From an optimization exercise on the open Yosys and OpenROAD flow, aimed at small area, a short achievable clock period and few clock cycles per item; shortcuts taken in it are not production practice.
The RTL was checked by simulation tests, not by an equivalence proof against the original design.

==> inputs of try-sierra <==
==> flow/design.v (excerpt) <==
module keccak (clk, reset, in, in_ready, is_last, byte_num, buffer_full, out, out_ready);
export LEC_CHECK = 0
export CAP_MARGIN = 35
export CORE_MARGIN = 2
export CORE_UTILIZATION = 35
export CTS_CLUSTER_DIAMETER = 100
export CTS_CLUSTER_SIZE = 20
export GPL_ROUTABILITY_DRIVEN = 0
export PLACE_DENSITY = 0.5
export SLEW_MARGIN = 35
export SYNTH_HIERARCHICAL = 1
create_clock -name core_clock -period 10.0 [get_ports {clk}]
standard.sh (not shown) runs the stock make flow with config.mk's settings and CLKGATE_MAP_FILE= SYNTH_SCRIPT=/design/flow/synth_recipe.tcl, a recipe that flattens the netlist after the stock synthesis.
==> flow/flow/run.sh <==
#!/bin/bash
# Own layout flow: the standard flow (standard.sh) with these changes:
#  1. after the standard synthesis, every combinational cell is set to its
#     smallest drive strength (downsize.tcl); the repair steps size up what
#     timing, slew and capacitance need;
#  2. the repair steps aim at a setup slack margin (SETUP_MARGIN below);
#  3. the port buffers are plain buffers (buf_1) instead of delay cells;
#     the repair steps size up the ones timing needs;
#  4. timing-driven global placement weights more nets (half of them, up to
#     3x) and re-weights them more often (at more overflow levels).
# Each tool's output goes to a log file of its own in this folder.
set -euo pipefail
HERE=$(pwd)
SETUP_MARGIN=${SETUP_MARGIN:-6.3}
PORT_BUF=${PORT_BUF:-sky130_fd_sc_hd__buf_1}
R=$HERE/orfs/results/$FLOW_PLATFORM/keccak/base

bash standard.sh synth > log_1_synth.txt 2>&1

ODB_IN=$R/1_synth.odb ODB_OUT=$R/1_synth.odb \
  openroad -no_init -exit flow/downsize.tcl > log_1b_downsize.txt 2>&1

bash standard.sh SETUP_SLACK_MARGIN=$SETUP_MARGIN \
  "BUFFER_PORTS_ARGS=-buffer_cell $PORT_BUF" \
  "GLOBAL_PLACEMENT_ARGS=-timing_driven_net_weight_max 3 -timing_driven_nets_percentage 70 -timing_driven_net_reweight_overflow {79 70 64 56 49 40 29 21 15 10}" finish > log_2_layout.txt 2>&1
==> flow/flow/downsize.tcl <==
# Set every combinational cell of the synthesized netlist to the smallest
# drive strength of its function; the later repair steps size up what the
# timing and slew limits need. Registers, ties and taps are left alone.
read_db $::env(ODB_IN)
set db [ord::get_db]
set block [ord::get_db_block]
set dont_use [list]
if {[info exists ::env(DONT_USE_CELLS)]} { set dont_use $::env(DONT_USE_CELLS) }
set n 0
set saved 0.0
foreach inst [$block getInsts] {
  set m [$inst getMaster]
  set name [$m getName]
  if {![regexp {^(sky130_fd_sc_hd__)([a-z0-9]+)_([0-9]+)$} $name -> pfx base sz]} { continue }
  if {[regexp {^(df|edf|sdf|sedf|dl|conb|tap|decap|fill|diode|clk)} $base]} { continue }
  foreach s {0 1 2} {
    if {$s >= $sz} { break }
    set cand "${pfx}${base}_${s}"
    if {[lsearch -exact $dont_use $cand] >= 0} { continue }
    set cm [$db findMaster $cand]
    if {$cm == "NULL" || $cm == ""} { continue }
    set saved [expr {$saved + ([$m getWidth] - [$cm getWidth]) * [$m getHeight] / 1e6}]
    $inst swapMaster $cm
    incr n
    break
  }
}
puts "downsize: swapped $n instances, area saved [format %.1f $saved] um^2"
write_db $::env(ODB_OUT)
==> try-delta: changes against try-sierra <==
--- a/flow/flow/run.sh
+++ b/flow/flow/run.sh
@@ -3,18 +3,18 @@
 #  1. after the standard synthesis, every combinational cell is set to its
 #     smallest drive strength (downsize.tcl); the repair steps size up what
 #     timing, slew and capacitance need;
 #  2. the repair steps aim at a setup slack margin (SETUP_MARGIN below);
 #  3. the port buffers are plain buffers (buf_1) instead of delay cells;
 #     the repair steps size up the ones timing needs;
-#  4. timing-driven global placement weights more nets (half of them, up to
+#  4. timing-driven global placement weights more nets (70% of them, up to
 #     3x) and re-weights them more often (at more overflow levels).
 # Each tool's output goes to a log file of its own in this folder.
 set -euo pipefail
 HERE=$(pwd)
-SETUP_MARGIN=${SETUP_MARGIN:-6.3}
+SETUP_MARGIN=${SETUP_MARGIN:-6.15}
 PORT_BUF=${PORT_BUF:-sky130_fd_sc_hd__buf_1}
 R=$HERE/orfs/results/$FLOW_PLATFORM/keccak/base
 
 bash standard.sh synth > log_1_synth.txt 2>&1
 
 ODB_IN=$R/1_synth.odb ODB_OUT=$R/1_synth.odb \
==> try-willow: changes against try-sierra <==
--- a/flow/design.v
+++ b/flow/design.v
@@ -32,20 +32,18 @@
   reg  [8:0]  ptr;             
   reg  [4:0]  rnd;             
   reg         perm;            
   reg         last;            
   reg  [24:0] perm_l;          
   reg  [24:0] keep_l;          
-  reg         rst_r;           
   wire end_blk = in_ready & (is_last | ptr[8]) & ~buffer_full;
   wire end_prm = perm & (rnd == 5'd23);
   wire perm_nx = ~reset & (perm ? ~end_prm : end_blk);
   always @(posedge clk) begin
     perm_l <= {25{perm_nx}};
-    keep_l <= {{16{~reset & ~perm_nx}}, ~perm_nx, {7{~reset & ~perm_nx}}, ~perm_nx};
-    rst_r <= reset;
+    keep_l <= {25{~reset & ~perm_nx}};
   end
   always @(posedge clk)
     if (reset) begin
       ptr <= 9'd1;
       rnd <= 0;
       perm <= 0;
@@ -134,19 +132,18 @@
       end
     end
     for (y = 0; y < 5; y = y + 1) begin : CY
       for (x = 0; x < 5; x = x + 1) begin : CX
         wire [63:0] an;
         kc_andn ax (b[(x+1)%5+5*y], b[(x+2)%5+5*y], an);
+        kc_xor cx (b[x+5*y], an, ch[x+5*y]);
         if (x == 0 && y == 0) begin : I0
-          wire [63:0] bi = b[0] ^ rc;   
-          kc_xor cx (bi, an, ch[0]);
+          assign ro[0] = ch[0] ^ rc;
         end else begin : IN
-          kc_xor cx (b[x+5*y], an, ch[x+5*y]);
+          assign ro[x+5*y] = ch[x+5*y];
         end
-        assign ro[x+5*y] = ch[x+5*y];
       end
     end
   endgenerate
   always @(*) begin
     case (rnd)
        0: rc = 64'h0000000000000001;  1: rc = 64'h0000000000008082;
@@ -163,23 +160,17 @@
       22: rc = 64'h0000000080000001; 23: rc = 64'h8000000080008008;
       default: rc = 64'd0;
     endcase
   end
   generate
     for (gi = 0; gi < 25; gi = gi + 1) begin : ST
-      if (gi == 0 || gi == 8) begin : R0
-        wire [63:0] qm, m, xw;
-        kc_and a0 (~rst_r, st[gi], qm);
+      if (gi < 9) begin : RT
+        wire [63:0] h, m;
+        kc_upd u (perm_l[gi], keep_l[gi], ro[gi], st[gi], h);
         kc_and a (sel[gi], gi == 8 ? w8 : w_pad, m);
-        kc_xor xi (qm, m, xw);
-        kc_upd u (perm_l[gi], keep_l[gi], ro[gi], xw, nx[gi]);
-      end else if (gi < 9) begin : RT
-        wire [63:0] m, xw;
-        kc_and a (sel[gi], gi == 8 ? w8 : w_pad, m);
-        kc_xor xi (st[gi], m, xw);
-        kc_upd u (perm_l[gi], keep_l[gi], ro[gi], xw, nx[gi]);
+        kc_xor xi (h, m, nx[gi]);
       end else begin : CP
         kc_upd u (perm_l[gi], keep_l[gi], ro[gi], st[gi], nx[gi]);
       end
       always @(posedge clk)
         st[gi] <= nx[gi];
     end
==> flow/run.sh (new file) <==
#!/bin/bash
# synth_recipe.tcl (not shown) runs the flow's synth.tcl, then flattens the netlist and writes it again
# the make line also repeats each setting of config.mk as NAME=value (left out here)
make -C /OpenROAD-flow-scripts/flow DESIGN_CONFIG=/design/flow/config.mk WORK_HOME=/design/flow/orfs CLKGATE_MAP_FILE= SYNTH_SCRIPT=/design/flow/synth_recipe.tcl finish
CAP_MARGIN = 20   (was 35)
CORE_UTILIZATION = 55   (was 35)
CTS_CLUSTER_DIAMETER = not set   (was 100)
CTS_CLUSTER_SIZE = not set   (was 20)
GPL_ROUTABILITY_DRIVEN = not set   (was 0)
PLACE_DENSITY = 0.65   (was 0.5)
SLEW_MARGIN = 20   (was 35)
removed: flow/flow/run.sh
removed: flow/flow/downsize.tcl
removed: flow/standard.sh
==> try-harbor: changes against try-sierra <==
--- a/flow/flow/run.sh
+++ b/flow/flow/run.sh
@@ -19,7 +19,7 @@
 
 ODB_IN=$R/1_synth.odb ODB_OUT=$R/1_synth.odb \
   openroad -no_init -exit flow/downsize.tcl > log_1b_downsize.txt 2>&1
 
 bash standard.sh SETUP_SLACK_MARGIN=$SETUP_MARGIN \
   "BUFFER_PORTS_ARGS=-buffer_cell $PORT_BUF" \
-  "GLOBAL_PLACEMENT_ARGS=-timing_driven_net_weight_max 3 -timing_driven_nets_percentage 70 -timing_driven_net_reweight_overflow {79 70 64 56 49 40 29 21 15 10}" finish > log_2_layout.txt 2>&1
+  "GLOBAL_PLACEMENT_ARGS=-timing_driven_net_weight_max 3 -timing_driven_nets_percentage 50 -timing_driven_net_reweight_overflow {79 70 64 56 49 40 29 21 15 10}" finish > log_2_layout.txt 2>&1
==> qor.txt <==
Outcome -> no timing/DRC/antenna violations
Cells on worst reg2reg path -> 7
Clock latency (worst-skew pair) -> 0.99 ns
Aggregate global-route resource usage -> 0.4540
Worst hold start -> ptr[3]
Vias in the first global route -> 90450
(the above is from try-harbor)
==> qor.txt <==
Worst hold start -> ptr[7]
Aggregate global-route resource usage -> 0.4553
Worst Skew -> 0.08561 ns
RSZ-0062 raised after global routing -> yes
Outcome -> no timing/DRC/antenna violations
Vias in the first global route -> 90640
Layout clock area frac -> 0.02903
(the above is from try-sierra)
==> qor.txt <==
Aggregate global-route resource usage -> 0.4558
Worst hold start -> ptr[4]
Clock latency (worst-skew pair) -> 1.03 ns
Outcome -> no timing/DRC/antenna violations
Vias in the first global route -> 90060
(the above is from try-delta)
==> qor.txt <==
Max_cap viols -> 3
Worst hold start -> ptr[5]
Outcome -> failed layout checks
Violated checks -> capacitance limit, slew limit
Max-slew violation count -> 4
(the above is from try-willow)
Testbench counts of try-sierra, summed over its fixed seeds: cycles 5,495, bytes 9,368.
Testbench counts of try-delta, summed over its fixed seeds: cycles 5,495, bytes 9,368.
Testbench counts of try-willow, summed over its fixed seeds: cycles 5,495, bytes 9,368.
Testbench counts of try-harbor, summed over its fixed seeds: cycles 5,495, bytes 9,368.

==> re-timing with driven ports <==
The results above use ideal ports. As a check the final layouts listed here were re-extracted and re-timed, cells and wires unchanged.
Step 1 (the two cells are an assumption about what drives the block):
set clk [get_ports {clk}]
set_driving_cell -lib_cell sky130_fd_sc_hd__clkbuf_16 $clk
set_driving_cell -lib_cell sky130_fd_sc_hd__buf_2 [delete_from_list [all_inputs] $clk]
Step 2 adds t to the input delays and takes it off the output delays; t is the mean of the earliest and latest rising clock arrival at the registers after step 1. Input paths then give back, and output paths get back, about the clock's delay inside the block.
a / b / c = ideal / step 1 / step 2; a / b = the first two.
| run | t (ns) | slack for setup (ns) | latest minus earliest clock arrival (ns) | worst data-port slew with drivers (ns) | cell pins on the clock port's net |
|---|---|---|---|---|---|
| try-sierra | 1.064 | 6.153 / 6.153 / 5.312 | 0.086 / 0.086 | 0.12 | 1 |
| try-delta | 1.103 | 6.021 / 5.939 / 5.030 | 0.050 / 0.051 | 0.12 | 1 |
| try-willow | 1.011 | 5.237 / 5.237 / 4.693 | 0.042 / 0.042 | 0.05 | 1 |
| try-harbor | 1.081 | 6.082 / 6.082 / 5.313 | 0.064 / 0.065 | 0.10 | 1 |
The setup slack of try-delta, which loses most, moves by -0.082 ns with the drivers and by -0.991 ns with both steps.
